What follows belongs to an exercise in optimizing a design on an open flow for small area; a production flow would make more cautious choices.
The RTL was checked by simulation tests, not by an equivalence proof against the original design.
Power and IR drop assume default switching activity.

[flow/run.sh]
#!/bin/bash
# Standard synthesis and layout, with two changes after synthesis:
# port buffers use the smallest buffer cell, and clock tree synthesis
# inserts no dummy loads.
set -euo pipefail
bash standard.sh synth > synth.log 2>&1
export BUFFER_PORTS_ARGS="-buffer_cell sky130_fd_sc_hd__buf_1"
export CTS_ARGS="-sink_clustering_enable -repair_clock_nets -dont_use_dummy_load -buf_list sky130_fd_sc_hd__clkbuf_4"
bash standard.sh finish > layout.log 2>&1
[standard.sh]
#!/bin/bash
# synth_recipe.tcl (not shown) runs the flow's synth.tcl, then flattens the netlist and writes it again
# the make line also repeats each setting of config.mk as NAME=value (left out here)
make -C /OpenROAD-flow-scripts/flow DESIGN_CONFIG=/design/flow/config.mk WORK_HOME=/design/flow/orfs CLKGATE_MAP_FILE= SYNTH_SCRIPT=/design/flow/synth_recipe.tcl "${@:-finish}"
[config.mk]
export PLATFORM = sky130hd
export DESIGN_NAME = usb_top
export DESIGN_NICKNAME = usb_top
export VERILOG_FILES = /design/flow/design.v
export SDC_FILE = /design/flow/constraint.sdc
export NUM_CORES = 4
export LEC_CHECK = 0
export CAP_MARGIN = 20
export CORE_MARGIN = 2
export CORE_UTILIZATION = 40
export SLEW_MARGIN = 20
[constraint.sdc]
create_clock -name core_clock -period 6.0 [get_ports {gclk}]
set_input_delay 1.2000 -clock core_clock [delete_from_list [all_inputs] [get_ports {gclk}]]
set_output_delay 1.2000 -clock core_clock [all_outputs]
set_load 0.01 [all_outputs]
[design.v]
module usb_top (gclk, reset_l, cs1_l, SYN_GEN_LD, CRC_16, TX_LOAD, TX_DATA,
                TX_LAST_BYTE, RX_LOAD, error_crc_rx, TX_READY_LD, T_lastbit,
                qualify_out, DATA, RX_READY_LD, RX_LAST_BYTE);
input        gclk;
input        reset_l;
input        cs1_l;
input        SYN_GEN_LD;
input        CRC_16;
input        TX_LOAD;
input  [7:0] TX_DATA;
input        TX_LAST_BYTE;
input        RX_LOAD;
output       error_crc_rx;
output       TX_READY_LD;
output       T_lastbit;
output [8:0] qualify_out;
output [7:0] DATA;
output       RX_READY_LD;
output       RX_LAST_BYTE;
reg        w1, w2, act2;           
reg  [7:0] sh1, sh2;
reg  [4:0] c1, c2;                 
reg        lbf, crcf;
reg  [3:0] crccnt;
reg  [4:0] pcc;
reg  [5:0] ds;                     
wire       halt = &ds;
wire       done1 = (c1 == 5'd8);
wire       done2 = (c2 == 5'd8);
wire       a1 = w1 & ~act2;
wire       a2 = w2 & act2;
wire       tcs = a1 | a2;
wire       tdo_bit = act2 ? sh2[0] : sh1[0];
wire       crc_done = CRC_16 ? (crccnt == 4'd14) : (crccnt == 4'd3);
wire       tl1 = lbf & ~(w1 | w2);
reg        tl2;
assign     T_lastbit = tl1 | tl2;
assign     TX_READY_LD = ~(w1 & w2) & ~halt;
wire       start = tcs | (CRC_16 & (T_lastbit | crcf)) | (&pcc);
always @(posedge gclk or negedge reset_l)
  if (!reset_l) begin
    w1 <= 1'b0; w2 <= 1'b0;
  end else if ((TX_LOAD | SYN_GEN_LD) & ~w1) w1 <= 1'b1;
  else if (TX_LOAD & ~w2) w2 <= 1'b1;
  else if (done1) w1 <= 1'b0;
  else if (done2) w2 <= 1'b0;
always @(posedge gclk or negedge reset_l)
  if (!reset_l) act2 <= 1'b0;
  else if (done2) act2 <= 1'b0;
  else if (done1) act2 <= 1'b1;
always @(posedge gclk or negedge reset_l)
  if (!reset_l) sh1[0] <= 1'b0;
  else if (~halt) begin
    if (SYN_GEN_LD) sh1[0] <= 1'b0;
    else if (TX_LOAD & ~w1) sh1[0] <= TX_DATA[0];
    else if (a1) sh1[0] <= sh1[1];
  end
always @(posedge gclk)
  if (~halt) begin
    if (SYN_GEN_LD) sh1[7:1] <= 7'h40;
    else if (TX_LOAD & ~w1) sh1[7:1] <= TX_DATA[7:1];
    else if (a1) sh1[7:1] <= {1'b0, sh1[7:2]};
  end
always @(posedge gclk or negedge reset_l)
  if (!reset_l) sh2 <= 8'h00;
  else if (~halt) begin
    if (TX_LOAD & ~w2 & w1) sh2 <= TX_DATA;
    else if (a2) sh2 <= {1'b0, sh2[7:1]};
  end
always @(negedge gclk or negedge reset_l)
  if (!reset_l) c1 <= 5'd0;
  else if (~halt) begin
    if (a1) c1 <= c1 + 5'd1;
    else if (done1) c1 <= 5'd0;
  end
always @(negedge gclk or negedge reset_l)
  if (!reset_l) c2 <= 5'd0;
  else if (~halt) begin
    if (a2) c2 <= c2 + 5'd1;
    else if (done2) c2 <= 5'd0;
  end
always @(negedge gclk or negedge reset_l)
  if (!reset_l) tl2 <= 1'b0;
  else tl2 <= tl1;
always @(posedge gclk or negedge reset_l)
  if (!reset_l) lbf <= 1'b0;
  else if (TX_LAST_BYTE) lbf <= 1'b1;
  else if (T_lastbit) lbf <= 1'b0;
always @(posedge gclk or negedge reset_l)
  if (!reset_l) crcf <= 1'b0;
  else if (T_lastbit) crcf <= 1'b1;
  else if (crc_done) crcf <= 1'b0;
always @(posedge gclk or negedge reset_l)
  if (!reset_l) crccnt <= 4'd0;
  else if (crc_done) crccnt <= 4'd0;
  else if (crcf) crccnt <= crccnt + 4'd1;
always @(posedge gclk or negedge reset_l)
  if (!reset_l) pcc <= 5'd0;
  else if (tcs & ~CRC_16 & ~halt) pcc <= pcc + 5'd1;
reg start_txd, tdv, tdo, vd;
always @(posedge gclk) begin
  if (~cs1_l | ~start) ds <= 6'd0;
  else ds <= {ds[4:0], tdo_bit & ~halt};
  start_txd <= cs1_l & start;
  tdv <= start_txd;
  if (~start_txd) tdo <= 1'b1;
  else if (~ds[0]) tdo <= ~tdo;
end
always @(posedge gclk or negedge reset_l)
  if (!reset_l) vd <= 1'b0;
  else vd <= tdv;
wire send_eop = vd & ~tdv;
wire rxd = tdo & ~send_eop;
localparam S_WAIT = 3'd0, S_PID = 3'd1, S_FRAME = 3'd2, S_DEV = 3'd3,
           S_DATA = 3'd4, S_EP = 3'd5, S_CRC5 = 3'd6, S_ERR = 3'd7;
reg  [9:0] in8;                    
reg  [7:0] nsync;                  
reg        eop;
reg  [2:0] state, next_state;
reg  [3:0] xc;                     
wire       pa = (state != S_WAIT);
wire       sync_found = ~pa & (nsync == 8'hab);
wire       kmode = (state == S_DEV) | (state == S_EP) | (state == S_FRAME);
wire       dc = kmode & ((in8[6:0] == 7'h00) | (in8[6:0] == 7'h7f));
wire       dec = (xc == 4'd8) & ~kmode;
wire [7:0] pid = in8[7:0];
wire       p_sof = (pid == 8'h6c);
wire       p_ios = (pid == 8'h4e) | (pid == 8'h50) | (pid == 8'h72);
wire       p_dat = (pid == 8'h28) | (pid == 8'h36);
wire       p_pre = (pid == 8'h82);
wire       p_known = p_sof | p_ios | p_dat | p_pre | (pid == 8'hd8) | (pid == 8'hc6) | (pid == 8'hfa);
always @(posedge gclk) begin
  in8 <= {in8[8:0], rxd};
  eop <= send_eop;
end
always @(posedge gclk or negedge reset_l)
  if (!reset_l) nsync <= 8'h00;
  else if (~pa) nsync <= {nsync[6:0], ~rxd};
always @(*) begin
  next_state = state;
  case (state)
    S_WAIT:  if (sync_found) next_state = S_PID;
    S_PID:   if (eop) next_state = S_WAIT;
             else if (dec) begin
               if (p_pre) next_state = S_PID;
               else if (p_dat) next_state = S_DATA;
               else if (p_ios) next_state = S_DEV;
               else if (p_sof) next_state = S_FRAME;
               else if (~p_known) next_state = S_ERR;
             end
    S_DEV:   if (eop) next_state = S_WAIT; else if (xc == 4'd6) next_state = S_EP;
    S_EP:    if (eop) next_state = S_WAIT; else if (xc == 4'd10) next_state = S_CRC5;
    S_FRAME: if (eop) next_state = S_WAIT; else if (xc == 4'd10) next_state = S_CRC5;
    default: if (eop) next_state = S_WAIT;
  endcase
end
always @(posedge gclk or negedge reset_l)
  if (!reset_l) state <= S_WAIT;
  else state <= next_state;
always @(posedge gclk or negedge reset_l)
  if (!reset_l) xc <= 4'd0;
  else if (sync_found) xc <= 4'd1;
  else if (kmode) xc <= eop ? 4'd0 : (dc ? xc : xc + 4'd1);
  else if ((state == S_PID) & dec & ~eop & (p_sof | p_ios)) xc <= 4'd0;
  else if (xc != 4'd0) xc <= xc + 4'd1;
reg  [2:0] sd1, sd2;
reg        v1, v2, en1, q0;
always @(posedge gclk) begin
  sd1 <= state; sd2 <= sd1;
  en1 <= eop; q0 <= en1;
end
always @(posedge gclk or negedge reset_l)
  if (!reset_l) begin v1 <= 1'b0; v2 <= 1'b0; end
  else begin v1 <= 1'b1; v2 <= v1; end
assign qualify_out[8] = v2 & (sd2 == S_WAIT);
assign qualify_out[7] = (sd2 == S_PID);
assign qualify_out[6] = (sd2 == S_DEV);
assign qualify_out[5] = (sd2 == S_EP);
assign qualify_out[4] = (sd2 == S_CRC5);
assign qualify_out[3] = (sd2 == S_FRAME);
assign qualify_out[2] = (sd2 == S_DATA);
assign qualify_out[1] = (sd2 == S_ERR);
assign qualify_out[0] = q0;
wire       cs2 = (sd2 != S_WAIT) & ~q0;
reg  [3:0] wc;                     
always @(posedge gclk) begin
  wc <= ~cs2 ? 4'd0 : (wc[3] ? wc : wc + 4'd1);
end
wire halt_rx = cs2 & (wc[3] | (wc[2] & wc[1])) & (in8[2] != in8[3]) &
               (in8[9:3] == 7'h00 | in8[9:3] == 7'h7f);
wire rdi = (in8[2] == in8[3]);
wire cwe = cs2 & wc[3];
assign RX_LAST_BYTE = ~(cs2 & (wc != 4'd0));
reg  [4:0]  n5;
reg  [15:0] n16;
reg         err16;
wire        chk = qualify_out[0];
wire        si5 = ~(rdi ^ n5[4]) & cwe;
wire        si16 = ~(rdi ^ n16[15]) & cwe;
always @(posedge gclk or negedge reset_l)
  if (!reset_l) begin
    n5 <= 5'h00; n16 <= 16'h0000; err16 <= 1'b0;
  end else begin
    if (~halt_rx) begin
      n5 <= {n5[3], n5[2], n5[1] ^ si5, n5[0], cwe & ~si5};
      n16 <= {n16[14] ^ si16, n16[13:2], n16[1] ^ si16, n16[0], cwe & ~si16};
    end
    if (chk & (n16 != 16'h7ff2)) err16 <= 1'b1;
  end
wire err5 = chk & (n5 != 5'b10011);
assign error_crc_rx = qualify_out[2] ? err16 : err5;
reg [7:0] rsh;
reg [3:0] rcnt;
reg [7:0] data_out;
reg       rdy;
always @(posedge gclk)
  if (~halt_rx & cs2) rsh <= {rdi, rsh[7:1]};
always @(negedge gclk)
  if (~halt_rx) begin
    if (~cs2) rcnt <= 4'hf;
    else if (rcnt == 4'd7) rcnt <= 4'd0;
    else rcnt <= rcnt + 4'd1;
  end
always @(negedge gclk or negedge reset_l)
  if (!reset_l) begin
    data_out <= 8'h00; rdy <= 1'b0;
  end else if (rcnt == 4'd7) begin
    data_out <= rsh; rdy <= 1'b1;
  end else if (RX_LOAD) rdy <= 1'b0;
assign DATA = data_out;
assign RX_READY_LD = rdy;
endmodule
==> out/results.ini, run 1 <==
[placed_design]
post_dp_cell_area_sq_um=6250
place_inst=741
io_buffers=37
place_congestion=0.822
dp_hpwl_um=7370

[synth]
ys_warn_count=1
synth_nets=567
synth_area_sq_um=5950
ys_ff_latch=134
synth_top_area_frac=0.265
syn_area_per_cell_sq_um=11.1
syn_inst=534
synthFlopType=dfrtp_1
synthDistinctLibCells=64
async_flop_share=0.619
netlist_top_cells_area=dfrtp_1 (27%), dfxtp_1 (11%), edfxtp_1 (9.6%), dfrtn_1 (8.4%), nand2_1 (4.7%)
synth_edf_count=19
yosysTopAreaCell=dfrtp_1
yosysSeqAreaShare=0.553

[final_layout]
synthToLayoutAreaGrowth_pct=7.47
drive_gt1_frac=0.107
antenna_cells=0
fin_area_sq_um=6390
layout_common_cells=nand2_1 (74), dfrtp_1 (63), buf_1 (36)
fin_nets=612
layout_commonest_cell=nand2_1
fillerInstances=1422
finalNonFillerCells=761

[clocking]
holdBufCountCts=0
clock_sinks=134
clkTransAtPathRegs_ps=90
htree_levels=4
root_buffer=clkbuf_4
cts_buffers=17
cts_buffer_depth=2
ctsResizeCount=0
cts_tree=built
postCtsSetupBuffers=0
clk_latency_ps=510

[pwr]
vdd_drop_max_uv=179
powerDensity_nw_per_um2=476
leakagePower_nw=2.82

[global_routing]
track_usage=0.143
grt_max_degree=45
grt_pass1_wl_um=18400
use_met1=0.183
grt_overflow=0
grt_pass1_vias=3986
antenna_found_initial=0
use_met3=0.0382
grt_util_met2=0.231
busiest_layer=met2

[routing]
first_iter_violations=209
drc_errors=0
drt-pass1-iter-count=4
antenna_left=0
num_vias=3923
drt_wl_total_um=10500
wl_per_cell_um=13.9
viasPerCell=5.16

[sta]
final-max-slew-violation-count=0
worst_clock_skew_ps=73.7
finalSetupViolCount=0
slew_headroom=0.492
fin_setup_tns_ps=0
rsz0062_at_grt=no
worst_pin_slew_ps=751
hold_viol=0

[floorplan]
dieHeight_um=126
core_sq_um=14500
initial_utilization=0.409
rows=44
die_area_sq_um=15900
io_pins=38
die_w_um=126

[critical_path]
end_kind=output port
cp.arrival_ps=4200
start_kind=register
path_class=register to output port
cp.required_ps=4800
cp_max_fo=4

[job]
maxCapViolations=0

[min_path]
holdCritPathClass=register to register

[status]
status=no timing/DRC/antenna violations

## layout make-up
class,count,area [sq um],share of cell area
Clock inverter,4,15.0,0.00235
Multi-Input combinational cell,361,2480,0.388
Clock buffer,17,128,0.0200
Inverter,20,75.1,0.0117
Timing Repair Buffer,41,173,0.0270
Tap cell,184,230,0.0360
Sequential cell,134,3290,0.514
## state kept, by name, summed over array words and instances (netlist names), 3 cells and up
| signal | cells |
|---|---|
| n16 | 16 |
| in8 | 10 |
| data_out | 8 |
| nsync | 8 |
| rsh | 8 |
| sh1 | 8 |
| sh2 | 8 |
| ds | 6 |
| c1 | 5 |
| c2 | 5 |
| n5 | 5 |
| pcc | 5 |
| crccnt | 4 |
| rcnt | 4 |
| wc | 4 |
| xc | 4 |
| sd1 | 3 |
| sd2 | 3 |
| state | 3 |
## final timing paths
path,from,end,slack [ps],depth (start not counted)
worst max-delay path,tl2$_DFF_NN0_,T_lastbit,600,3
max in group asynchronous,reset_l,c1[0]$_DFFE_NN0P_,1880,1
worst min register to register,sd1[1]$_DFF_P_,sd2[1]$_DFF_P_,330,0
worst min-delay path,sd1[1]$_DFF_P_,sd2[1]$_DFF_P_,330,0
worst max register to register,in8[3]$_DFF_P_,rcnt[2]$_SDFFCE_NN1N_,1010,6
min in group asynchronous,reset_l,crccnt[2]$_DFFE_PN0P_,720,1
## metrics by stage
step / setup slack, ps / hold WS, ps / power [mW] / utilization
3_3_place_gp: 1100 / 311 / 2.62 / 0.430
6_report: 599 / 332 / 3.04 / 0.440
2_1_floorplan: 1200 / 310 / 2.39 / -
4_1_cts: 543 / 334 / 3.09 / 0.440
3_5_place_dp: 1020 / 312 / 2.68 / 0.430
5_1_grt: 485 / 347 / 3.33 / 0.440
## cells in the mapped netlist, types with 4 or more instances
master and n:
a21oi_1 20, and2_1 9, and3_1 5, clkbuf_1 11, dfrtn_1 20, dfrtp_1 63, dfxtp_1 32, edfxtp_1 19
ha_1 17, inv_1 20, mux2_2 17, mux2_4 13, mux2i_1 13, nand2_1 74, nand2b_1 6, nand3_1 14
nand3b_1 6, nand4_1 6, nand4b_1 4, nor2_1 32, nor2b_1 7, nor3_1 10, nor3b_1 8, nor4bb_1 4
o21ai_0 21, xnor2_1 10, xor2_1 8
## critical path, stage by stage, from the launching register on
cell and delay (ps):
dfrtn_1 340, nor2_1 220, inv_1 70, buf_1 130
## logic make-up (layout without fill, tap and decap cells)
family                   count (synthesis)  count (layout)  share of synthesized area
XOR/XNOR                                18              18                     0.0265
AO/OA/AOI/OAI                           78              78                     0.0861
AND/OR/NAND/NOR                        204             204                      0.182
multiplexers                            43              43                     0.0869
other                                    1               1                   0.000631
adder cells (fa/ha/maj)                 17              17                     0.0358
buffers and inverters                   39              82                     0.0297
flip-flops                             134             134                      0.553
## power breakdown
part	switching [mW]	leakage (nW)	internal [mW]	total, mW
Clock	0.271	0.0995	0.133	0.404
Combinational	0.536	1.22	0.471	1.01
Sequential	0.326	1.51	1.31	1.63
Total	1.13	2.82	1.91	3.04
## routing by layer
layer	up-vias	part of all wire
li1	1957	-
met1	1900	0.48
met2	57	0.47
met3	9	0.030
met4	0	0.012
met5	-	0
==> run 2: changes to the inputs <==
--- a/flow/run.sh
+++ b/flow/run.sh
@@ -6,4 +6,5 @@
 bash standard.sh synth > synth.log 2>&1
 export BUFFER_PORTS_ARGS="-buffer_cell sky130_fd_sc_hd__buf_1"
 export CTS_ARGS="-sink_clustering_enable -repair_clock_nets -dont_use_dummy_load -buf_list sky130_fd_sc_hd__clkbuf_4"
+export RECOVER_POWER=100
 bash standard.sh finish > layout.log 2>&1
==> out/results.ini, run 2 <==
[critical_path]
end_kind=output port
path_buf_inv=2  ; unchanged
slowest_stage=dfrtn_1
crit_chain=nor2_1 > inv_1 > buf_1
cp.required_ps=4800  ; about the same
path_class=register to output port
cp_max_fo=4  ; unchanged
start_kind=register
cpPeakStageDelay_ps=340  ; about the same
rrSetupSlack_ps=1010  ; about the same
cp.arrival_ps=4190  ; about the same
crit_family=flip-flops

[clocking]
cts_buffers=17  ; unchanged
postCtsSetupBuffers=0  ; unchanged
cts_buffer_depth=2  ; unchanged
cts_tree=built
htree_levels=4  ; unchanged
ctsResizeCount=0  ; unchanged
clock_sinks=134  ; unchanged
root_buffer=clkbuf_4
clkTransAtPathRegs_ps=90  ; about the same
holdBufCountCts=0  ; unchanged
clk_latency_ps=520  ; about the same

[synth]
synthDistinctLibCells=64  ; unchanged
synthFlopType=dfrtp_1
synth_edf_count=19  ; unchanged
ys_ff_latch=134  ; unchanged
synth_nets=567  ; unchanged
yosysMostFrequentCell=nand2_1
netlist_top_cells_area=dfrtp_1 (27%), dfxtp_1 (11%), edfxtp_1 (9.6%), dfrtn_1 (8.4%), nand2_1 (4.7%)
async_flop_share=0.619  ; unchanged
synth_area_sq_um=5950  ; unchanged
ys_warn_count=1  ; unchanged
synth_top_area_frac=0.265  ; unchanged
syn_area_per_cell_sq_um=11.1  ; unchanged
synth.cells.most_frequent=nand2_1 (74), dfrtp_1 (63), dfxtp_1 (32), nor2_1 (32), o21ai_0 (21)
yosysTopAreaCell=dfrtp_1
syn_inst=534  ; unchanged
yosysSeqAreaShare=0.553  ; unchanged

[pwr]
leakagePower_nw=2.76  ; -2.1%
vdd_drop_max_uv=180  ; +0.39%
powerDensity_nw_per_um2=477  ; +0.29%

[sta]
rsz0062_at_grt=no
final-max-slew-violation-count=41  ; +41
timing.final.ws_setup_ps=605  ; +6.26 ps
slew_headroom=-0.498  ; -0.991
worst_clock_skew_ps=74.4  ; +0.710 ps
hold_viol=0  ; unchanged
fin_setup_tns_ps=0  ; unchanged
finalSetupViolCount=0  ; unchanged
worst_pin_slew_ps=2250  ; +1500 ps

[global_routing]
grt_overflow=0  ; unchanged
grt_pass1_wl_um=18400  ; unchanged
track_usage=0.143  ; unchanged
grt_pass1_vias=3986  ; unchanged
grt_max_degree=45  ; unchanged
antenna_found_initial=0  ; unchanged

[final_layout]
area.sequential_sq_um=3290  ; unchanged
largest_reg_flops=16  ; unchanged
reg_top3=n16: 16 flops, in8: 10 flops
multi_input_area_sq_um=2410  ; -2.7%
layout_common_cells=nand2_1 (74), dfrtp_1 (63), buf_1 (34)
synthToLayoutAreaGrowth_pct=6.14
fillerInstances=1442  ; +1.4%
fin_nets=612  ; unchanged
antenna_cells=0  ; unchanged
layout_commonest_cell=nand2_1
regMostFlops=n16
drive_gt1_frac=0.0745  ; -0.0329

[routing]
num_vias=3899  ; -0.61%
drc_errors=0  ; unchanged
drt_wl_total_um=10500  ; -0.38%
antenna_left=0  ; unchanged
viasPerCell=5.12  ; -0.61%
drt-pass1-iter-count=4  ; unchanged
wl_per_cell_um=13.8  ; -0.38%
first_iter_violations=173  ; -17%

[floorplan]
initial_utilization=0.409  ; unchanged
core_sq_um=14500  ; unchanged
die_area_sq_um=15900  ; unchanged
dieHeight_um=126  ; unchanged
rows=44  ; unchanged
die_w_um=126  ; unchanged
io_pins=38  ; unchanged

[placed_design]
dp_hpwl_um=7370  ; unchanged
io_buffers=37  ; unchanged
place_congestion=0.822  ; unchanged
dpl_worst_slack_ps=1020  ; unchanged

[job]
maxCapViolations=1  ; +1

[status]
check-failures=capacitance limit, slew limit
status=finished with violations

[min_path]
holdCritPathClass=register to register

run 2: cell counts after synthesis:
No cell type changed its count.
run 2: logic make-up (layout without fill, tap and decap cells):
| family | count (synthesis) | count (layout) | share of synthesized area |
|---|---|---|---|
| flops | 134 | 134 | 0.553 |
| fa+ha+maj | 17 | 17 | 0.0358 |
| compound gates | 78 | 78 | 0.0861 |
| mux | 43 | 43 | 0.0869 |
| simple gates | 204 | 204 | 0.182 |
| other cells | 1 | 1 | 0.000631 |
| xor+xnor | 18 | 18 | 0.0265 |
| buf+inv | 39 | 82 | 0.0297 |
run 2: routing by layer:
metal / GRT usage / vias up / part of all wire
met5: 0 / - / 0
met4: 0.0562 / 0 / 0.014
met3: 0.0382 / 11 / 0.030
met2: 0.231 / 57 / 0.47
met1: 0.183 / 1877 / 0.49
li1: - / 1954 / -
run 2: stage by stage:
step	util	area, sq um	instances	hold WS, ps	power (mW)
6_report	0.434	6310	761	332	3.01
5_1_grt	0.434	6310	761	347	3.30
4_1_cts	0.440	6390	761	334	3.09
3_5_place_dp	0.430	6250	741	312	2.68
3_3_place_gp	0.430	6250	741	311	2.62
2_1_floorplan	-	5950	534	310	2.39
run 2: area by class of cell:
cell class | count | share of cell area
Clock buffer | 17 | 0.0202
Clock inverter | 4 | 0.00238
Inverter | 20 | 0.0119
Multi-Input combinational cell | 361 | 0.383
Sequential cell | 134 | 0.521
Tap cell | 184 | 0.0365
Timing Repair Buffer | 41 | 0.0256
run 2: report_power, final:
group	internal (mW)	switching (mW)	leakage [nW]
Sequential	1.31	0.322	1.51
Clock	0.133	0.272	0.0995
Combinational	0.451	0.529	1.16
Total	1.89	1.12	2.76
run 2: worst paths after layout:
check,cells past startpoint,endpoint,startpoint
setup / recovery,3,T_lastbit,tl2$_DFF_NN0_
hold reg to reg,0,sd2[1]$_DFF_P_,sd1[1]$_DFF_P_
min in group asynchronous,1,pcc[0]$_DFFE_PN0P_,reset_l
hold / removal,0,sd2[1]$_DFF_P_,sd1[1]$_DFF_P_
max in group asynchronous,1,c1[0]$_DFFE_NN0P_,reset_l
setup reg to reg,6,rcnt[2]$_SDFFCE_NN1N_,in8[3]$_DFF_P_
run 2: worst register-to-register path, stage by stage (launching register included):
cell,delay (ps)
dfxtp_1,470
inv_1,100
ha_1,400
inv_1,90
nor4_1,320
o21ai_2,80
buf_4,250
==> run 3: changes to the inputs <==
--- a/flow/run.sh
+++ b/flow/run.sh
@@ -6,5 +6,4 @@
 bash standard.sh synth > synth.log 2>&1
 export BUFFER_PORTS_ARGS="-buffer_cell sky130_fd_sc_hd__buf_1"
 export CTS_ARGS="-sink_clustering_enable -repair_clock_nets -dont_use_dummy_load -buf_list sky130_fd_sc_hd__clkbuf_4"
-export RECOVER_POWER=100
 bash standard.sh finish > layout.log 2>&1
--- a/config.mk
+++ b/config.mk
@@ -7,5 +7,5 @@
 export LEC_CHECK = 0
 export CAP_MARGIN = 20
 export CORE_MARGIN = 2
-export CORE_UTILIZATION = 40
+export CORE_UTILIZATION = 70
 export SLEW_MARGIN = 20
==> out/results.ini, run 3 <==
[global_routing]
grt_max_degree=46  ; +2.2%
track_usage=0.246  ; +0.103
antenna_found_initial=0  ; unchanged
grt_overflow=0  ; unchanged
grt_pass1_vias=3812  ; -4.4%
grt_pass1_wl_um=17400  ; -5.8%

[clocking]
htree_levels=4  ; unchanged
cts_tree=built
cts_buffer_depth=2  ; unchanged
root_buffer=clkbuf_4
cts_buffers=17  ; unchanged
clock_sinks=134  ; unchanged
postCtsSetupBuffers=0  ; unchanged
clk_latency_ps=480  ; -40 ps
clkTransAtPathRegs_ps=120  ; +30 ps
ctsResizeCount=0  ; unchanged
holdBufCountCts=0  ; unchanged

[synth]
ys_warn_count=1  ; unchanged
synthFlopType=dfrtp_1
synth_edf_count=19  ; unchanged
netlist_top_cells_area=dfrtp_1 (27%), dfxtp_1 (11%), edfxtp_1 (9.6%), dfrtn_1 (8.4%), nand2_1 (4.7%)
synth_area_sq_um=5950  ; unchanged
syn_inst=534  ; unchanged
yosysMostFrequentCell=nand2_1
ys_ff_latch=134  ; unchanged
syn_area_per_cell_sq_um=11.1  ; unchanged
synth_top_area_frac=0.265  ; unchanged
synth.cells.most_frequent=nand2_1 (74), dfrtp_1 (63), dfxtp_1 (32), nor2_1 (32), o21ai_0 (21)
synthDistinctLibCells=64  ; unchanged
yosysSeqAreaShare=0.553  ; unchanged
async_flop_share=0.619  ; unchanged
synth_nets=567  ; unchanged
yosysTopAreaCell=dfrtp_1

[min_path]
holdCritPathClass=register to register

[routing]
viasPerCell=5.77  ; +13%
first_iter_violations=113  ; -35%
drt-pass1-iter-count=4  ; unchanged
drc_errors=0  ; unchanged
wl_per_cell_um=15.1  ; +9.5%
drt_wl_total_um=10300  ; -1.7%
antenna_left=0  ; unchanged
num_vias=3944  ; +1.2%

[critical_path]
cpPeakStageDelay_ps=330  ; about the same
start_kind=register
crit_chain=nor2_1 > inv_1 > buf_1
cp.arrival_ps=4140  ; -50 ps
cp_num_cells=3  ; unchanged
r2r-end=w2$_DFFE_PN0P_
timing.critical_path.to=T_lastbit
r2r.worst_path.cells=6  ; unchanged
end_kind=output port
startpoint=tl2$_DFF_NN0_
path_buf_inv=2  ; unchanged
rr_startpoint=c2[0]$_DFFE_NN0P_
slowest_stage=dfrtn_1
crit_family=flip-flops
cp.required_ps=4800  ; about the same
rrSetupSlack_ps=1080  ; +70 ps
cp_max_fo=4  ; unchanged
path_class=register to output port

[pwr]
vdd_drop_max_uv=332  ; +84%
leakagePower_nw=2.83  ; +2.3%
finalPower_mw=3.06  ; +1.5%
powerDensity_nw_per_um2=486  ; +1.7%

[floorplan]
rows=33  ; -25%
initial_utilization=0.724  ; +0.315
die_area_sq_um=9250  ; -42%
io_pins=38  ; unchanged
die_w_um=96.2  ; -24%
core_sq_um=8220  ; -43%
dieHeight_um=96.2  ; -24%

[sta]
slew_headroom=0.464  ; +0.963
worst_clock_skew_ps=68.3  ; -6.09 ps
rsz0062_at_grt=no
worst_pin_slew_ps=793  ; -1450 ps
fin_setup_tns_ps=0  ; unchanged
hold_viol=0  ; unchanged
finalSetupViolCount=0  ; unchanged
final-max-slew-violation-count=0  ; -100%

[job]
maxCapViolations=0  ; -1

[final_layout]
largest_reg_flops=16  ; unchanged
antenna_cells=0  ; unchanged
layout_commonest_cell=nand2_1
reg_top3=n16: 16 flops, in8: 10 flops
drive_gt1_frac=0.109  ; +0.0345
fin_nets=613  ; +0.16%
layout_common_cells=nand2_1 (74), dfrtp_1 (63), buf_1 (36)
regMostFlops=n16
fillerInstances=570  ; -60%
synthToLayoutAreaGrowth_pct=5.93

[placed_design]
dp_hpwl_um=7280  ; -1.1%
io_buffers=37  ; unchanged
place_congestion=0.830  ; +0.92%

[status]
status=no timing/DRC/antenna violations

[run 3: cell counts after synthesis]
Identical to the previous run, type by type.
[run 3: cell type report]
class                      instances  area [sq um]  share of cell area
sequential                       134          3290               0.522
inverter                          20          75.1              0.0119
multi-input combinational        361          2480               0.394
clock inverter                     4          15.0             0.00238
tap                              105           131              0.0209
clock buffer                      17           128              0.0203
timing repair buffer              42           180              0.0286
[run 3: layer usage]
metal,share of wire,track usage,wire (um),vias up
met5,0,0,0,-
li1,-,-,-,1953
met3,0.030,0.0634,314,12
met2,0.50,0.400,5160,68
met4,0.011,0.0881,115,0
met1,0.46,0.319,4730,1911
[run 3: kinds of logic (layout without fill, tap and decap cells)]
| group | count (synthesis) | count (layout) | synth area share |
|---|---|---|---|
| AOI/OAI and AO/OA | 78 | 78 | 0.0861 |
| xor gates and xnor gates | 18 | 18 | 0.0265 |
| adders and majority gates | 17 | 17 | 0.0358 |
| buffers and inverters | 39 | 83 | 0.0297 |
| DFF | 134 | 134 | 0.553 |
| muxes | 43 | 43 | 0.0869 |
| other | 1 | 1 | 0.000631 |
| and+or+nand+nor | 204 | 204 | 0.182 |
[run 3: worst min path at each step]
stage                    from        endpoint  slack [ps]  depth (start not counted)
4_1_cts           tdv$_DFF_P_    vd$_DFF_PN0_         320                          0
6_report          tdv$_DFF_P_    vd$_DFF_PN0_         320                          0
5_1_grt        sd1[2]$_DFF_P_  sd2[2]$_DFF_P_         340                          0
3_3_place_gp   sd1[0]$_DFF_P_  sd2[0]$_DFF_P_         310                          0
3_5_place_dp   sd1[2]$_DFF_P_  sd2[2]$_DFF_P_         310                          0
2_1_floorplan     en1$_DFF_P_      q0$_DFF_P_         310                          0
[run 3: per-stage QoR]
| step | hold slack (ps) | util | area, sq um | setup slack [ps] | instances |
|---|---|---|---|---|---|
| 6_report | 324 | 0.767 | 6300 | 655 | 683 |
| 5_1_grt | 340 | 0.767 | 6300 | 553 | 683 |
| 4_1_cts | 322 | 0.767 | 6300 | 628 | 683 |
| 3_5_place_dp | 314 | 0.750 | 6160 | 1080 | 663 |
| 3_3_place_gp | 311 | 0.750 | 6160 | 1130 | 663 |
| 2_1_floorplan | 310 | - | 5950 | 1200 | 534 |
[run 3: report_power, final]
part           total, mW  internal [mW]  switching, mW
registers           1.64           1.31          0.339
clock network      0.399          0.133          0.265
logic               1.02          0.472          0.543
total               3.06           1.91           1.15
[run 3: worst register-to-register path: stages (launching register included)]
cell	delay, ps
dfrtn_1	390
inv_1	90
ha_1	140
nor4bb_1	530
or3b_2	500
a21oi_1	150
nor2_1	60
==> run 4: changes to the inputs <==
--- a/config.mk
+++ b/config.mk
@@ -7,5 +7,5 @@
 export LEC_CHECK = 0
 export CAP_MARGIN = 20
 export CORE_MARGIN = 2
-export CORE_UTILIZATION = 70
+export CORE_UTILIZATION = 55
 export SLEW_MARGIN = 20
==> out/results.ini, run 4 <==
[status]
status=no timing/DRC/antenna violations

[final_layout]
reg_top3=n16: 16 flops, in8: 10 flops
antenna_cells=0  ; unchanged
drive_gt1_frac=0.109  ; unchanged
fin_area_sq_um=6340  ; +0.62%
synthToLayoutAreaGrowth_pct=6.59
largest_reg_flops=16  ; unchanged
layout_common_cells=nand2_1 (74), dfrtp_1 (63), buf_1 (36)
fin_nets=613  ; unchanged
regMostFlops=n16
layout_commonest_cell=nand2_1

[critical_path]
end_kind=output port
cp.arrival_ps=4180  ; +40 ps
r2r.worst_path.cells=6  ; unchanged
rr_startpoint=c2[0]$_DFFE_NN0P_
start_kind=register
cpPeakStageDelay_ps=330  ; about the same
crit_chain=nor2_1 > inv_1 > buf_1
r2r-end=w2$_DFFE_PN0P_
slowest_stage=dfrtn_1
crit_family=flip-flops
cp.required_ps=4800  ; about the same
path_class=register to output port
path_buf_inv=2  ; unchanged
cp_max_fo=4  ; unchanged
rrSetupSlack_ps=1130  ; +50 ps

[floorplan]
die_w_um=108  ; +12%
rows=37  ; +12%
initial_utilization=0.571  ; -0.153
io_pins=38  ; unchanged
core_sq_um=10400  ; +27%
dieHeight_um=108  ; +12%
die_area_sq_um=11700  ; +26%

[global_routing]
track_usage=0.200  ; -0.0456
grt_max_degree=52  ; +13%
antenna_found_initial=0  ; unchanged
grt_pass1_wl_um=18000  ; +3.9%
grt_overflow=0  ; unchanged
grt_pass1_vias=3975  ; +4.3%

[clocking]
cts_buffers=17  ; unchanged
holdBufCountCts=0  ; unchanged
clock_sinks=134  ; unchanged
postCtsSetupBuffers=0  ; unchanged
clk_latency_ps=530  ; +50 ps
clkTransAtPathRegs_ps=90  ; -30 ps
ctsResizeCount=0  ; unchanged
cts_buffer_depth=2  ; unchanged
htree_levels=4  ; unchanged
root_buffer=clkbuf_4
cts_tree=built

[pwr]
vdd_drop_max_uv=268  ; -19%
leakagePower_nw=2.83  ; unchanged
finalPower_mw=3.06  ; +0.14%
powerDensity_nw_per_um2=483  ; -0.48%

[synth]
ys_ff_latch=134  ; unchanged
yosysSeqAreaShare=0.553  ; unchanged
synth.cells.most_frequent=nand2_1 (74), dfrtp_1 (63), dfxtp_1 (32), nor2_1 (32), o21ai_0 (21)
synth_area_sq_um=5950  ; unchanged
synth_edf_count=19  ; unchanged
syn_area_per_cell_sq_um=11.1  ; unchanged
synthDistinctLibCells=64  ; unchanged
yosysMostFrequentCell=nand2_1
yosysTopAreaCell=dfrtp_1
syn_inst=534  ; unchanged
netlist_top_cells_area=dfrtp_1 (27%), dfxtp_1 (11%), edfxtp_1 (9.6%), dfrtn_1 (8.4%), nand2_1 (4.7%)
synth_top_area_frac=0.265  ; unchanged
ys_warn_count=1  ; unchanged
synthFlopType=dfrtp_1
synth_nets=567  ; unchanged
async_flop_share=0.619  ; unchanged

[placed_design]
io_buffers=37  ; unchanged
post_dp_cell_area_sq_um=6200  ; +0.63%
dp_hpwl_um=7330  ; +0.65%
place_congestion=0.801  ; -3.5%

[sta]
hold_viol=0  ; unchanged
finalSetupViolCount=0  ; unchanged
whs_ps=328  ; +3.48 ps
worst_clock_skew_ps=87.7  ; +19.5 ps
worst_pin_slew_ps=783  ; -9.45 ps
final-max-slew-violation-count=0  ; unchanged
fin_setup_tns_ps=0  ; unchanged
rsz0062_at_grt=no
slew_headroom=0.471  ; +0.00639

[min_path]
worstHoldEndpoint=q0$_DFF_P_
min_from=en1$_DFF_P_
holdCritPathClass=register to register
worstHoldPathCells=0  ; unchanged

[routing]
antenna_left=0  ; unchanged
wl_per_cell_um=14.8  ; -1.8%
num_vias=3952  ; +0.20%
drt-pass1-iter-count=5  ; +1
viasPerCell=5.54  ; -4.1%
drt_wl_total_um=10600  ; +2.6%
first_iter_violations=199  ; +76%
drc_errors=0  ; unchanged

[job]
maxCapViolations=0  ; unchanged

-- run 4: cell counts after synthesis --
No cell type changed its count.
-- run 4: area by class of cell --
type / count / area [sq um]
clock buffer: 17 / 128
clock inverter: 4 / 15.0
fill: 925 / 4080
inverter: 20 / 75.1
multi-input combinational: 361 / 2480
sequential: 134 / 3290
tap: 136 / 170
timing repair buffer: 42 / 180
-- run 4: report_power, final --
group	total [mW]	leakage (nW)	internal [mW]	switching, mW
sequential	1.64	1.51	1.31	0.335
combinational	1.02	1.22	0.474	0.544
clock	0.405	0.0995	0.133	0.272
total	3.06	2.83	1.91	1.15
-- run 4: stage by stage --
step | setup slack, ps | std cells | utilization
2_1_floorplan | 1200 | 534 | -
3_3_place_gp | 1130 | 694 | 0.595
3_5_place_dp | 1090 | 694 | 0.595
4_1_cts | 583 | 714 | 0.609
5_1_grt | 472 | 714 | 0.609
6_report | 623 | 714 | 0.609
-- run 4: metal layers --
layer,track usage,wire (um)
met1,0.248,4960
met2,0.328,5140
met3,0.0579,326
met4,0.0870,164
met5,0,0
-- run 4: worst reg2reg max path: cells and delay by family, from the launching register on --
| family | cells | cell delay, ps |
|---|---|---|
| compound gates | 1 | 160 |
| fa+ha+maj | 1 | 150 |
| buf+inv | 1 | 90 |
| flops | 1 | 380 |
| simple gates | 3 | 1050 |
-- run 4: how the worst max path moves through the flow --
stage	startpoint	to	slack [ps]	depth (start not counted)
finish	tl2$_DFF_NN0_	T_lastbit	620	3
floorplan	in8[3]$_DFF_P_	rcnt[0]$_SDFFCE_NN1N_	1200	6
detailed placement	c2[0]$_DFFE_NN0P_	w2$_DFFE_PN0P_	1090	6
CTS	tl2$_DFF_NN0_	T_lastbit	580	3
global placement	tl2$_DFF_NN0_	T_lastbit	1130	3
global route	tl2$_DFF_NN0_	T_lastbit	470	3
-- run 4: cell families (layout without fill, tap and decap cells) --
logic type                 after synthesis  count (layout)  synth area share
AOI/OAI and AO/OA                       78              78            0.0861
DFF                                    134             134             0.553
muxes                                   43              43            0.0869
and+or+nand+nor                        204             204             0.182
buffers and inverters                   39              83            0.0297
adders and majority gates               17              17            0.0358
xor gates and xnor gates                18              18            0.0265
other                                    1               1          0.000631
==> run 5: changes to the inputs <==
==> flow/run.sh (replaced) <==
#!/bin/bash
# Standard synthesis and layout, with two changes after synthesis:
# port buffers use the smallest buffer cell, and clock tree synthesis
# inserts no dummy loads.
set -euo pipefail
bash standard.sh synth > synth.log 2>&1
export BUFFER_PORTS_ARGS="-buffer_cell sky130_fd_sc_hd__buf_1"
export CTS_ARGS="-sink_clustering_enable -repair_clock_nets -dont_use_dummy_load -buf_list \"sky130_fd_sc_hd__clkbuf_2 sky130_fd_sc_hd__clkbuf_4\""
export RECOVER_POWER=100
bash standard.sh finish > layout.log 2>&1
--- a/config.mk
+++ b/config.mk
@@ -7,5 +7,5 @@
 export LEC_CHECK = 0
 export CAP_MARGIN = 20
 export CORE_MARGIN = 2
-export CORE_UTILIZATION = 55
+export CORE_UTILIZATION = 40
 export SLEW_MARGIN = 20
==> out/results.ini, run 5 <==
[routing]
drt-pass1-iter-count=4  ; -1
antenna_left=0  ; unchanged
met3_length_um=316  ; -3.1%
top_layer=met4
drt_wl_total_um=10500  ; -0.82%
drc_errors=0  ; unchanged
num_vias=3899  ; -1.3%
wl_met1_um=5120  ; +3.3%
first_iter_violations=173  ; -13%
wl_per_cell_um=13.8  ; -6.9%
viasPerCell=5.12  ; -7.4%
wl_met2_um=4920  ; -4.3%

[clocking]
htree_levels=4  ; unchanged
clk_latency_ps=520  ; about the same
holdBufCountCts=0  ; unchanged
cts_tree=built
cts_buffer_depth=2  ; unchanged
postCtsSetupBuffers=0  ; unchanged
clkTransAtPathRegs_ps=90  ; about the same
ctsResizeCount=0  ; unchanged
clock_sinks=134  ; unchanged
root_buffer=clkbuf_4
cts_buffers=17  ; unchanged

[critical_path]
path_class=register to output port
rr_startpoint=in8[3]$_DFF_P_
rrSetupSlack_ps=1010  ; -120 ps
timing.critical_path.to=T_lastbit
cp.required_ps=4800  ; about the same
cp_max_fo=4  ; unchanged
r2r.worst_path.cells=6  ; unchanged
end_kind=output port
startpoint=tl2$_DFF_NN0_
cp.arrival_ps=4190  ; about the same
start_kind=register
r2r-end=rcnt[2]$_SDFFCE_NN1N_

[placed_design]
place_congestion=0.822  ; +2.7%
dp_hpwl_um=7370  ; +0.49%
post_dp_cell_area_sq_um=6250  ; +0.85%
io_buffers=37  ; unchanged

[synth]
yosysSeqAreaShare=0.553  ; unchanged
yosysMostFrequentCell=nand2_1
ys_ff_latch=134  ; unchanged
netlist_top_cells_area=dfrtp_1 (27%), dfxtp_1 (11%), edfxtp_1 (9.6%), dfrtn_1 (8.4%), nand2_1 (4.7%)
syn_area_per_cell_sq_um=11.1  ; unchanged
synthFlopType=dfrtp_1
synthDistinctLibCells=64  ; unchanged
syn_inst=534  ; unchanged
synth_nets=567  ; unchanged
synth_area_sq_um=5950  ; unchanged
synth_edf_count=19  ; unchanged
async_flop_share=0.619  ; unchanged
synth.cells.most_frequent=nand2_1 (74), dfrtp_1 (63), dfxtp_1 (32), nor2_1 (32), o21ai_0 (21)
synth_top_area_frac=0.265  ; unchanged
ys_warn_count=1  ; unchanged
yosysTopAreaCell=dfrtp_1

[sta]
worst_pin_slew_ps=2250  ; +1460 ps
hold_viol=0  ; unchanged
rsz0062_at_grt=no
whs_ps=332  ; +3.98 ps
finalSetupViolCount=0  ; unchanged
fin_setup_tns_ps=0  ; unchanged
worst_clock_skew_ps=74.4  ; -13.4 ps
slew_headroom=-0.498  ; -0.969
final-max-slew-violation-count=41  ; +41

[pwr]
powerDensity_nw_per_um2=477  ; -1.2%
leakagePower_nw=2.76  ; -2.2%
vdd_drop_max_uv=180  ; -33%

[global_routing]
grt_max_degree=45  ; -13%
grt_pass1_vias=3986  ; +0.28%
track_usage=0.143  ; -0.0574
antenna_found_initial=0  ; unchanged
grt_overflow=0  ; unchanged
grt_pass1_wl_um=18400  ; +2.2%

[final_layout]
fin_nets=612  ; -0.16%
regMostFlops=n16
fin_area_sq_um=6310  ; -0.41%
drive_gt1_frac=0.0745  ; -0.0345
reg_top3=n16: 16 flops, in8: 10 flops
layout_common_cells=nand2_1 (74), dfrtp_1 (63), buf_1 (34)
antenna_cells=0  ; unchanged
layout_commonest_cell=nand2_1
finish.utilization=0.434  ; -0.174
fillerInstances=1442  ; +56%
synthToLayoutAreaGrowth_pct=6.14
largest_reg_flops=16  ; unchanged

[floorplan]
initial_utilization=0.409  ; -0.162
dieHeight_um=126  ; +17%
die_area_sq_um=15900  ; +36%
die_w_um=126  ; +17%
rows=44  ; +19%
core_sq_um=14500  ; +40%
io_pins=38  ; unchanged

[status]
status=finished with violations
check-failures=capacitance limit, slew limit

[job]
maxCapViolations=1  ; +1

[min_path]
min_from=sd1[1]$_DFF_P_
holdCritPathClass=register to register

[run 5: changes by cell type in the layout (fill, tap and decap cells not counted), sizes merged]
cell    delta
clkbuf     +5
buf        -6
[run 5: critical path, stage by stage, from the launching register on]
cell     delay [ps]
dfrtn_1         340
nor2_1          220
inv_1            60
buf_1           130
[run 5: area by class of cell]
type | count | area [sq um] | area share
clock buffers | 17 | 128 | 0.0202
clock inverters | 4 | 15.0 | 0.00238
inverters | 20 | 75.1 | 0.0119
multi-input cells | 361 | 2410 | 0.383
flip-flops and latches | 134 | 3290 | 0.521
well taps | 184 | 230 | 0.0365
repair buffers | 41 | 161 | 0.0256
[run 5: how the worst min path moves through the flow]
stage / endpoint / slack, ps / cells after the start
after floorplan: q0$_DFF_P_ / 310 / 0
after global placement: q0$_DFF_P_ / 310 / 0
after detailed placement: sd2[2]$_DFF_P_ / 310 / 0
after CTS: sd2[2]$_DFF_P_ / 330 / 0
after global routing: q0$_DFF_P_ / 350 / 0
final: sd2[1]$_DFF_P_ / 330 / 0
[run 5: metrics by stage]
stage | std cells | power, mW | worst slack [ps]
finish | 761 | 3.01 | 605
global placement | 741 | 2.62 | 1100
CTS | 761 | 3.09 | 543
global route | 761 | 3.30 | 495
detailed placement | 741 | 2.68 | 1020
floorplan | 534 | 2.39 | 1200
[run 5: cells by family after synthesis]
| logic type | after synthesis | share of synthesized area |
|---|---|---|
| and+or+nand+nor | 204 | 0.182 |
| DFF | 134 | 0.553 |
| AOI/OAI and AO/OA | 78 | 0.0861 |
| muxes | 43 | 0.0869 |
| buffers and inverters | 39 | 0.0297 |
| xor gates and xnor gates | 18 | 0.0265 |
| adders and majority gates | 17 | 0.0358 |
| other | 1 | 0.000631 |
[run 5: routing by layer]
layer / up-vias / global-route usage
met5: - / 0
met4: 0 / 0.0562
met3: 11 / 0.0382
met2: 57 / 0.231
met1: 1877 / 0.183
li1: 1954 / -
[run 5: report_power, final]
group          internal, mW  switching [mW]
clock                 0.133           0.272
combinational         0.451           0.529
sequential             1.31           0.322
==> run 6: changes to the inputs <==
==> flow/run.sh (replaced) <==
#!/bin/bash
# Layout flow: ORFS synthesis with an area-oriented ABC mapping (the
# registers are the standard synthesis's: only combinational mapping
# changes), then the standard layout with the smallest port buffer
# cell and a clock tree of small buffers without dummy loads.
set -euo pipefail
W="$PWD"
make -C "$FLOW_HOME" DESIGN_CONFIG="$W/config.mk" WORK_HOME="$W/orfs" CLKGATE_MAP_FILE= \
  SYNTH_SCRIPT="$W/flow/synth.tcl" synth > "$W/synth.log" 2>&1
export BUFFER_PORTS_ARGS="-buffer_cell sky130_fd_sc_hd__buf_1"
export CTS_ARGS="-sink_clustering_enable -repair_clock_nets -dont_use_dummy_load -buf_list sky130_fd_sc_hd__clkbuf_4"
bash standard.sh finish > "$W/layout.log" 2>&1
==> flow/synth.tcl (new file) <==
# Standard ORFS synthesis (as synth_recipe.tcl) with two changes to the
# combinational mapping only: ABC runs its default area-oriented script
# without the speed script, delay target and drive constraints, and adders
# are left to ABC instead of the half/full adder cells.
proc synth {args} { yosys synth -nofsm -noshare {*}$args }
proc abc {args} {
  set out {}
  set skip 0
  foreach a $args {
    if {$skip} { set skip 0; continue }
    if {$a eq "-script" || $a eq "-constr" || $a eq "-D"} { set skip 1; continue }
    lappend out $a
  }
  yosys abc {*}$out
}
set ::env(ADDER_MAP_FILE) ""
source $::env(SCRIPTS_DIR)/synth.tcl
# left out here: clear keep_hierarchy, flatten, clean up, hide names made inside functions, write 1_2_yosys.v
--- a/config.mk
+++ b/config.mk
@@ -5,7 +5,7 @@
 export SDC_FILE = /design/flow/constraint.sdc
 export NUM_CORES = 4
 export LEC_CHECK = 0
-export CAP_MARGIN = 20
+export CAP_MARGIN = 5
 export CORE_MARGIN = 2
 export CORE_UTILIZATION = 40
-export SLEW_MARGIN = 20
+export SLEW_MARGIN = 5
==> out/results.ini, run 6 <==
[critical_path]
crit_chain=nor2_1 > clkinv_1 > buf_1
cpPeakStageDelay_ps=330  ; about the same
end_kind=output port
cp_max_fo=3  ; -1
r2r-end=c2[3]$_DFFE_NN0P_
rrSetupSlack_ps=1030  ; +20 ps
path_class=register to output port
cp.arrival_ps=4200  ; about the same
start_kind=register
r2r.worst_path.cells=6  ; unchanged
rr_startpoint=ds[4]$_SDFF_PN0_
slowest_stage=dfrtn_1
cp.required_ps=4800  ; about the same

[global_routing]
antenna_found_initial=1  ; +1
track_usage=0.146  ; +0.00356
grt_pass1_wl_um=17000  ; -7.9%
grt_max_degree=52  ; +16%
grt_pass1_vias=3651  ; -8.4%
grt_overflow=0  ; unchanged

[sta]
fin_setup_tns_ps=0  ; unchanged
rsz0062_at_grt=no
final-max-slew-violation-count=0  ; -100%
worst_clock_skew_ps=80.6  ; +6.20 ps
finalSetupViolCount=0  ; unchanged
hold_viol=0  ; unchanged
worst_pin_slew_ps=963  ; -1280 ps
slew_headroom=0.355  ; +0.853

[final_layout]
largest_reg_flops=16  ; unchanged
regMostFlops=n16
finish.utilization=0.450  ; +0.0160
synthToLayoutAreaGrowth_pct=9.54
layout_common_cells=dfrtp_1 (63), nand2_1 (45), mux2_1 (36), buf_1 (36)
drive_gt1_frac=0.0395  ; -0.0350
reg_top3=n16: 16 flops, in8: 10 flops
layout_commonest_cell=dfrtp_1
fin_nets=549  ; -10%

[clocking]
clk_latency_ps=510  ; about the same
cts_buffer_depth=2  ; unchanged
ctsResizeCount=0  ; unchanged
htree_levels=4  ; unchanged
cts_buffers=17  ; unchanged
clock_sinks=134  ; unchanged
root_buffer=clkbuf_4
postCtsSetupBuffers=0  ; unchanged
holdBufCountCts=0  ; unchanged
cts_tree=built
clkTransAtPathRegs_ps=120  ; +30 ps

[synth]
yosysTopAreaCell=dfrtp_1
synth_top_family_by_area=simple AND/OR/NAND/NOR gates
async_flop_share=0.619  ; unchanged
synthDistinctLibCells=52  ; -19%
yosysMostFrequentCell=dfrtp_1
synth_area_sq_um=5440  ; -8.5%
yosysSeqAreaShare=0.604  ; +0.0511
synth-xor-area-share=0.0306  ; +0.00406
syn_area_per_cell_sq_um=11.5  ; +3.6%
synth-adder-area-share=0  ; -0.0358
synth-compound-area-share=0.101  ; +0.0151
ys_ff_latch=134  ; unchanged
synth_nets=488  ; -14%
ys_warn_count=1  ; unchanged
syn_inst=472  ; -12%
netlist_top_cells_area=dfrtp_1 (29%), dfxtp_1 (12%), edfxtp_1 (10%), dfrtn_1 (9.2%), mux2_1 (7.4%)
synthFlopType=dfrtp_1
synth.cells.most_frequent=dfrtp_1 (63), nand2_1 (45), mux2_1 (36)
synth.area.mux_share=0.0910  ; +0.00412
yosys.area_share.simple=0.163  ; -0.0186
synth_top_area_frac=0.290  ; +0.0245
synth_edf_count=19  ; unchanged

[pwr]
vdd_drop_max_uv=288  ; +60%
powerDensity_nw_per_um2=493  ; +3.2%
leakagePower_nw=2.50  ; -9.5%

[min_path]
worstHoldEndpoint=sd2[1]$_DFF_P_
min_from=sd1[1]$_DFF_P_
holdCritPathClass=register to register
worstHoldPathCells=0  ; unchanged

[routing]
num_vias=3736  ; -4.2%
drc_errors=0  ; unchanged
antenna_left=0  ; unchanged
wl_per_cell_um=13.9  ; +0.49%
drt_wl_total_um=9820  ; -6.5%
drt-pass1-iter-count=5  ; +1
first_iter_violations=244  ; +41%
viasPerCell=5.28  ; +3.0%

[placed_design]
io_buffers=37  ; unchanged
dp_hpwl_um=6940  ; -5.8%
place_congestion=0.891  ; +8.4%

[floorplan]
rows=42  ; -4.5%
die_area_sq_um=14600  ; -8.2%
die_w_um=121  ; -4.2%
io_pins=38  ; unchanged
dieHeight_um=121  ; -4.2%
initial_utilization=0.411  ; +0.00192
core_sq_um=13200  ; -8.9%

[job]
maxCapViolations=0  ; -1

[status]
status=no timing/DRC/antenna violations

-- run 6: changes by cell type in the layout (fill, tap and decap cells not counted), sizes merged, moves of 7 or more --
cell,delta
inv,-23
nand2,-29
and3,+7
a21oi,+11
ha,-17
clkinv,+14
-- run 6: kinds of logic after synthesis --
kind of cell / count (synthesis)
AO/OA/AOI/OAI: 89
AND/OR/NAND/NOR: 171
buffers and inverters: 13
other: 1
multiplexers: 45
flip-flops: 134
XOR/XNOR: 19
-- run 6: metrics by stage --
step	hold WS, ps	std cells	cell area, sq um	power, mW	setup slack, ps
2_1_floorplan	310	472	5440	2.27	1210
6_report	323	708	5960	2.94	596
3_5_place_dp	314	687	5820	2.57	1060
3_3_place_gp	312	687	5820	2.51	1080
5_1_grt	346	708	5960	3.20	448
4_1_cts	329	707	5960	2.97	547
-- run 6: where the power goes --
part           switching [mW]  internal (mW)  total, mW  leakage [nW]
Clock                   0.268          0.133      0.402        0.0845
Sequential              0.311           1.30       1.61          1.50
Combinational           0.515          0.408      0.923         0.922
Total                    1.09           1.85       2.94          2.50
-- run 6: critical path: cells and delay by family (launching register included) --
kind / cells / cell delay [ps]
buffers and inverters: 2 / 260
flip-flops: 1 / 330
AND/OR/NAND/NOR: 1 / 180
-- run 6: worst max-delay path by stage --
stage | from | to | slack [ps]
finish | tl2$_DFF_NN0_ | T_lastbit | 600
global route | tl2$_DFF_NN0_ | T_lastbit | 450
CTS | tl2$_DFF_NN0_ | T_lastbit | 550
detailed placement | tl2$_DFF_NN0_ | T_lastbit | 1060
global placement | tl2$_DFF_NN0_ | T_lastbit | 1080
floorplan | tl2$_DFF_NN0_ | T_lastbit | 1210
-- run 6: metal layers --
metal / vias to the layer above / track usage / wire [um]
li1: 1824 / - / -
met1: 1817 / 0.188 / 4750
met2: 83 / 0.227 / 4450
met3: 12 / 0.0486 / 469
met4: 0 / 0.0596 / 143
met5: - / 0 / 0
-- run 6: final cells by class --
type                    instances  area (sq um)
diodes                          1          2.50
clock buffers                  17           128
clock inverters                 4          15.0
fillers                      1285          7280
inverters                      11          41.3
multi-input cells             325          2100
flip-flops and latches        134          3290
well taps                     176           220
repair buffers                 40           165
==> run 7: changes to the inputs <==
--- a/config.mk
+++ b/config.mk
@@ -5,7 +5,7 @@
 export SDC_FILE = /design/flow/constraint.sdc
 export NUM_CORES = 4
 export LEC_CHECK = 0
-export CAP_MARGIN = 5
+export CAP_MARGIN = 20
 export CORE_MARGIN = 2
 export CORE_UTILIZATION = 40
-export SLEW_MARGIN = 5
+export SLEW_MARGIN = 20
==> out/results.ini, run 7 <==
[status]
status=no timing/DRC/antenna violations

[routing]
drc_errors=0  ; unchanged
first_iter_violations=244  ; unchanged
drt-pass1-iter-count=5  ; unchanged
viasPerCell=5.28  ; unchanged
antenna_left=0  ; unchanged
num_vias=3736  ; unchanged
drt_wl_total_um=9820  ; unchanged
wl_per_cell_um=13.9  ; unchanged

[critical_path]
cpPeakStageDelay_ps=330  ; about the same
start_kind=register
path_buf_inv=2  ; unchanged
cp.required_ps=4800  ; about the same
cp_max_fo=3  ; unchanged
path_class=register to output port
cp.arrival_ps=4200  ; about the same
crit_family=flip-flops
end_kind=output port
slowest_stage=dfrtn_1
crit_chain=nor2_1 > clkinv_1 > buf_1

[sta]
finalSetupViolCount=0  ; unchanged
rsz0062_at_grt=no
whs_ps=323  ; unchanged
final-max-slew-violation-count=0  ; unchanged
hold_viol=0  ; unchanged
worst_clock_skew_ps=80.6  ; unchanged
slew_headroom=0.355  ; unchanged
fin_setup_tns_ps=0  ; unchanged
worst_pin_slew_ps=963  ; unchanged

[clocking]
cts_buffer_depth=2  ; unchanged
cts_buffers=17  ; unchanged
htree_levels=4  ; unchanged
clock_sinks=134  ; unchanged
clk_latency_ps=510  ; about the same
cts_tree=built
clkTransAtPathRegs_ps=120  ; about the same
postCtsSetupBuffers=0  ; unchanged
holdBufCountCts=0  ; unchanged
root_buffer=clkbuf_4
ctsResizeCount=0  ; unchanged

[synth]
synthDistinctLibCells=52  ; unchanged
ys_warn_count=1  ; unchanged
synth_area_sq_um=5440  ; unchanged
synthFlopType=dfrtp_1
async_flop_share=0.619  ; unchanged
syn_inst=472  ; unchanged
yosysTopAreaCell=dfrtp_1
syn_area_per_cell_sq_um=11.5  ; unchanged
synth_nets=488  ; unchanged
synth_edf_count=19  ; unchanged
netlist_top_cells_area=dfrtp_1 (29%), dfxtp_1 (12%), edfxtp_1 (10%), dfrtn_1 (9.2%), mux2_1 (7.4%)
ys_ff_latch=134  ; unchanged
synth_top_area_frac=0.290  ; unchanged
yosysSeqAreaShare=0.604  ; unchanged
yosysMostFrequentCell=dfrtp_1
synth.cells.most_frequent=dfrtp_1 (63), nand2_1 (45), mux2_1 (36)

[global_routing]
grt_pass1_wl_um=17000  ; unchanged
grt_pass1_vias=3651  ; unchanged
antenna_found_initial=1  ; unchanged
track_usage=0.146  ; unchanged
grt_max_degree=52  ; unchanged
grt_overflow=0  ; unchanged

[final_layout]
synthToLayoutAreaGrowth_pct=9.54  ; unchanged
largest_reg_flops=16  ; unchanged
fin_area_sq_um=5960  ; unchanged
regMostFlops=n16
layout_commonest_cell=dfrtp_1
finish.utilization=0.450  ; unchanged
drive_gt1_frac=0.0395  ; unchanged
reg_top3=n16: 16 flops, in8: 10 flops
fin_nets=549  ; unchanged
layout_common_cells=dfrtp_1 (63), nand2_1 (45), mux2_1 (36), buf_1 (36)

[placed_design]
post_dp_cell_area_sq_um=5820  ; unchanged
place_congestion=0.891  ; unchanged
dp_hpwl_um=6940  ; unchanged
io_buffers=37  ; unchanged

[pwr]
leakagePower_nw=2.50  ; unchanged
vdd_drop_max_uv=288  ; unchanged
finalPower_mw=2.94  ; unchanged
powerDensity_nw_per_um2=493  ; unchanged

[job]
maxCapViolations=0  ; unchanged

[floorplan]
core_sq_um=13200  ; unchanged
dieHeight_um=121  ; unchanged
io_pins=38  ; unchanged
die_area_sq_um=14600  ; unchanged
die_w_um=121  ; unchanged
rows=42  ; unchanged
initial_utilization=0.411  ; unchanged

[min_path]
holdCritPathClass=register to register

## run 7: area by class of cell
class / count / area, sq um
fill: 1285 / 7280
clock inverter: 4 / 15.0
antenna: 1 / 2.50
timing repair buffer: 40 / 165
tap: 176 / 220
inverter: 11 / 41.3
multi-input combinational: 325 / 2100
clock buffer: 17 / 128
sequential: 134 / 3290
## run 7: final timing paths
| path | startpoint | to | slack, ps | depth (start not counted) |
|---|---|---|---|---|
| max | tl2$_DFF_NN0_ | T_lastbit | 600 | 3 |
| min | sd1[1]$_DFF_P_ | sd2[1]$_DFF_P_ | 320 | 0 |
| max reg2reg | ds[4]$_SDFF_PN0_ | c2[3]$_DFFE_NN0P_ | 1030 | 6 |
| min reg2reg | sd1[1]$_DFF_P_ | sd2[1]$_DFF_P_ | 320 | 0 |
| max in group asynchronous | reset_l | c2[3]$_DFFE_NN0P_ | 1780 | 1 |
| min in group asynchronous | reset_l | n16[11]$_DFFE_PN0N_ | 760 | 1 |
## run 7: metal layers
layer / vias up / GRT usage / wire [um]
met3: 12 / 0.0486 / 469
met5: - / 0 / 0
met4: 0 / 0.0596 / 143
met2: 83 / 0.227 / 4450
met1: 1817 / 0.188 / 4750
li1: 1824 / - / -
## run 7: logic make-up (layout without fill, tap and decap cells)
kind of cell,after synthesis,count (layout),synth area share
other,1,2,0.000689
buffers and inverters,13,72,0.00965
AND/OR/NAND/NOR,171,171,0.163
XOR/XNOR,19,19,0.0306
AO/OA/AOI/OAI,89,89,0.101
multiplexers,45,45,0.0910
flip-flops,134,134,0.604
## run 7: metrics by stage
step	cells	worst slack [ps]
finish	708	596
global route	708	448
CTS	707	547
detailed placement	687	1060
global placement	687	1080
floorplan	472	1210
## run 7: power breakdown
group          switching (mW)  internal, mW
Sequential              0.311          1.30
Combinational           0.515         0.408
Clock                   0.268         0.133
Total                    1.09          1.85
==> run 8: changes to the inputs <==
--- a/flow/run.sh
+++ b/flow/run.sh
@@ -8,5 +8,5 @@
 make -C "$FLOW_HOME" DESIGN_CONFIG="$W/config.mk" WORK_HOME="$W/orfs" CLKGATE_MAP_FILE= \
   SYNTH_SCRIPT="$W/flow/synth.tcl" synth > "$W/synth.log" 2>&1
 export BUFFER_PORTS_ARGS="-buffer_cell sky130_fd_sc_hd__buf_1"
-export CTS_ARGS="-sink_clustering_enable -repair_clock_nets -dont_use_dummy_load -buf_list sky130_fd_sc_hd__clkbuf_4"
+export CTS_ARGS="-sink_clustering_enable -repair_clock_nets -dont_use_dummy_load -buf_list sky130_fd_sc_hd__clkbuf_4 -sink_clustering_size 10 -sink_clustering_max_diameter 60"
 bash standard.sh finish > "$W/layout.log" 2>&1
==> out/results.ini, run 8 <==
[floorplan]
die_area_sq_um=14600  ; unchanged
dieHeight_um=121  ; unchanged
initial_utilization=0.411  ; unchanged
rows=42  ; unchanged
io_pins=38  ; unchanged
die_w_um=121  ; unchanged

[global_routing]
use_met1=0.188  ; unchanged
grt_pass1_vias=3651  ; unchanged
grt_max_degree=52  ; unchanged
grt_pass1_wl_um=17000  ; unchanged
grt_overflow=0  ; unchanged
track_usage=0.146  ; unchanged
busiest_layer=met2
grt_util_met2=0.227  ; unchanged
antenna_found_initial=1  ; unchanged

[critical_path]
rr_startpoint=ds[4]$_SDFF_PN0_
cp.arrival_ps=4200  ; about the same
crit_family=flip-flops
rrSetupSlack_ps=1030  ; about the same
cp.required_ps=4800  ; about the same
start_kind=register
cp_max_fo=3  ; unchanged
slowest_stage=dfrtn_1
end_kind=output port
path_class=register to output port
path_buf_inv=2  ; unchanged
crit_chain=nor2_1 > clkinv_1 > buf_1

[synth]
ys_ff_latch=134  ; unchanged
yosysTopAreaCell=dfrtp_1
synth-compound-area-share=0.101  ; unchanged
ys_warn_count=1  ; unchanged
synth.cells.most_frequent=dfrtp_1 (63), nand2_1 (45), mux2_1 (36)
synth_top_area_frac=0.290  ; unchanged
synth_area_sq_um=5440  ; unchanged
yosysMostFrequentCell=dfrtp_1
synth_edf_count=19  ; unchanged
yosys.area_share.simple=0.163  ; unchanged
synthDistinctLibCells=52  ; unchanged
synth-xor-area-share=0.0306  ; unchanged
synthFlopType=dfrtp_1
yosysSeqAreaShare=0.604  ; unchanged
synth_top_family_by_area=simple AND/OR/NAND/NOR gates
async_flop_share=0.619  ; unchanged
synth_nets=488  ; unchanged
synth.area.mux_share=0.0910  ; unchanged
syn_inst=472  ; unchanged
synth-adder-area-share=0  ; unchanged

[sta]
finalSetupViolCount=0  ; unchanged
fin_setup_tns_ps=0  ; unchanged
worst_pin_slew_ps=963  ; unchanged
whs_ps=323  ; unchanged
worst_clock_skew_ps=80.6  ; unchanged
final-max-slew-violation-count=0  ; unchanged
hold_viol=0  ; unchanged
slew_headroom=0.355  ; unchanged

[clocking]
root_buffer=clkbuf_4
clk_latency_ps=510  ; about the same
clock_sinks=134  ; unchanged
cts_tree=built
cts_buffer_depth=2  ; unchanged
cts_buffers=17  ; unchanged
htree_levels=4  ; unchanged
holdBufCountCts=0  ; unchanged
clkTransAtPathRegs_ps=120  ; about the same

[final_layout]
fin_nets=549  ; unchanged
layout_commonest_cell=dfrtp_1
reg_top3=n16: 16 flops, in8: 10 flops
fillerInstances=1285  ; unchanged
synthToLayoutAreaGrowth_pct=9.54  ; unchanged
finish.utilization=0.450  ; unchanged
finalNonFillerCells=708  ; unchanged
regMostFlops=n16
fin_area_sq_um=5960  ; unchanged
largest_reg_flops=16  ; unchanged
layout_common_cells=dfrtp_1 (63), nand2_1 (45), mux2_1 (36), buf_1 (36)
drive_gt1_frac=0.0395  ; unchanged

[routing]
drt-pass1-iter-count=5  ; unchanged
wl_per_cell_um=13.9  ; unchanged
drt_wl_total_um=9820  ; unchanged
first_iter_violations=244  ; unchanged
viasPerCell=5.28  ; unchanged
antenna_left=0  ; unchanged
num_vias=3736  ; unchanged

[pwr]
pwr-share-clk=0.137  ; about the same
leakagePower_nw=2.50  ; unchanged
power.switching_mw=1.09  ; unchanged
powerDensity_nw_per_um2=493  ; unchanged
swShare=0.372  ; unchanged
vdd_drop_max_uv=288  ; unchanged
internal_power_mw=1.85  ; unchanged
seq_power_share=0.549  ; about the same
power.share.combinational=0.314  ; about the same

[min_path]
holdCritPathClass=register to register
worstHoldPathCells=0  ; unchanged
min_from=sd1[1]$_DFF_P_
worstHoldEndpoint=sd2[1]$_DFF_P_

[placed_design]
post_dp_cell_area_sq_um=5820  ; unchanged
io_buffers=37  ; unchanged
place_inst=687  ; unchanged
place_congestion=0.891  ; unchanged

[status]
status=no timing/DRC/antenna violations

[job]
maxCapViolations=0  ; unchanged

==> run 8: power groups by stage <==
stage	combinational [mW]	sequential (mW)	clock (mW)
after floorplan	0.707	1.56	0.00529
after global placement	0.903	1.61	0.00529
after detailed placement	0.934	1.63	0.00529
after CTS	0.935	1.61	0.427
after global routing	1.06	1.67	0.465
final	0.923	1.61	0.402
==> run 8: cells by family (layout without fill, tap and decap cells) <==
family | after synthesis | in the layout
other | 1 | 2
flip-flops | 134 | 134
buffers and inverters | 13 | 72
XOR/XNOR | 19 | 19
AND/OR/NAND/NOR | 171 | 171
AO/OA/AOI/OAI | 89 | 89
multiplexers | 45 | 45
==> run 8: through the flow <==
| stage | power, mW | setup slack [ps] |
|---|---|---|
| global route | 3.20 | 448 |
| global placement | 2.51 | 1080 |
| finish | 2.94 | 596 |
| CTS | 2.97 | 547 |
| floorplan | 2.27 | 1210 |
| detailed placement | 2.57 | 1060 |
==> run 8: worst max-delay path by stage <==
| stage | start | endpoint | cells after the start |
|---|---|---|---|
| 2_1_floorplan | tl2$_DFF_NN0_ | T_lastbit | 2 |
| 3_3_place_gp | tl2$_DFF_NN0_ | T_lastbit | 3 |
| 3_5_place_dp | tl2$_DFF_NN0_ | T_lastbit | 3 |
| 4_1_cts | tl2$_DFF_NN0_ | T_lastbit | 3 |
| 5_1_grt | tl2$_DFF_NN0_ | T_lastbit | 3 |
| 6_report | tl2$_DFF_NN0_ | T_lastbit | 3 |
==> run 8: area by class of cell <==
| type | count | area, sq um | share of cell area |
|---|---|---|---|
| diodes | 1 | 2.50 | 0.000420 |
| well taps | 176 | 220 | 0.0369 |
| inverters | 11 | 41.3 | 0.00692 |
| clock buffers | 17 | 128 | 0.0214 |
| repair buffers | 40 | 165 | 0.0277 |
| multi-input cells | 325 | 2100 | 0.353 |
| clock inverters | 4 | 15.0 | 0.00252 |
| flip-flops and latches | 134 | 3290 | 0.551 |
==> run 8: per-layer routing <==
| metal | part of all wire | vias up |
|---|---|---|
| met5 | 0 | - |
| met4 | 0.015 | 0 |
| met3 | 0.048 | 12 |
| met2 | 0.45 | 83 |
| met1 | 0.48 | 1817 |
| li1 | - | 1824 |
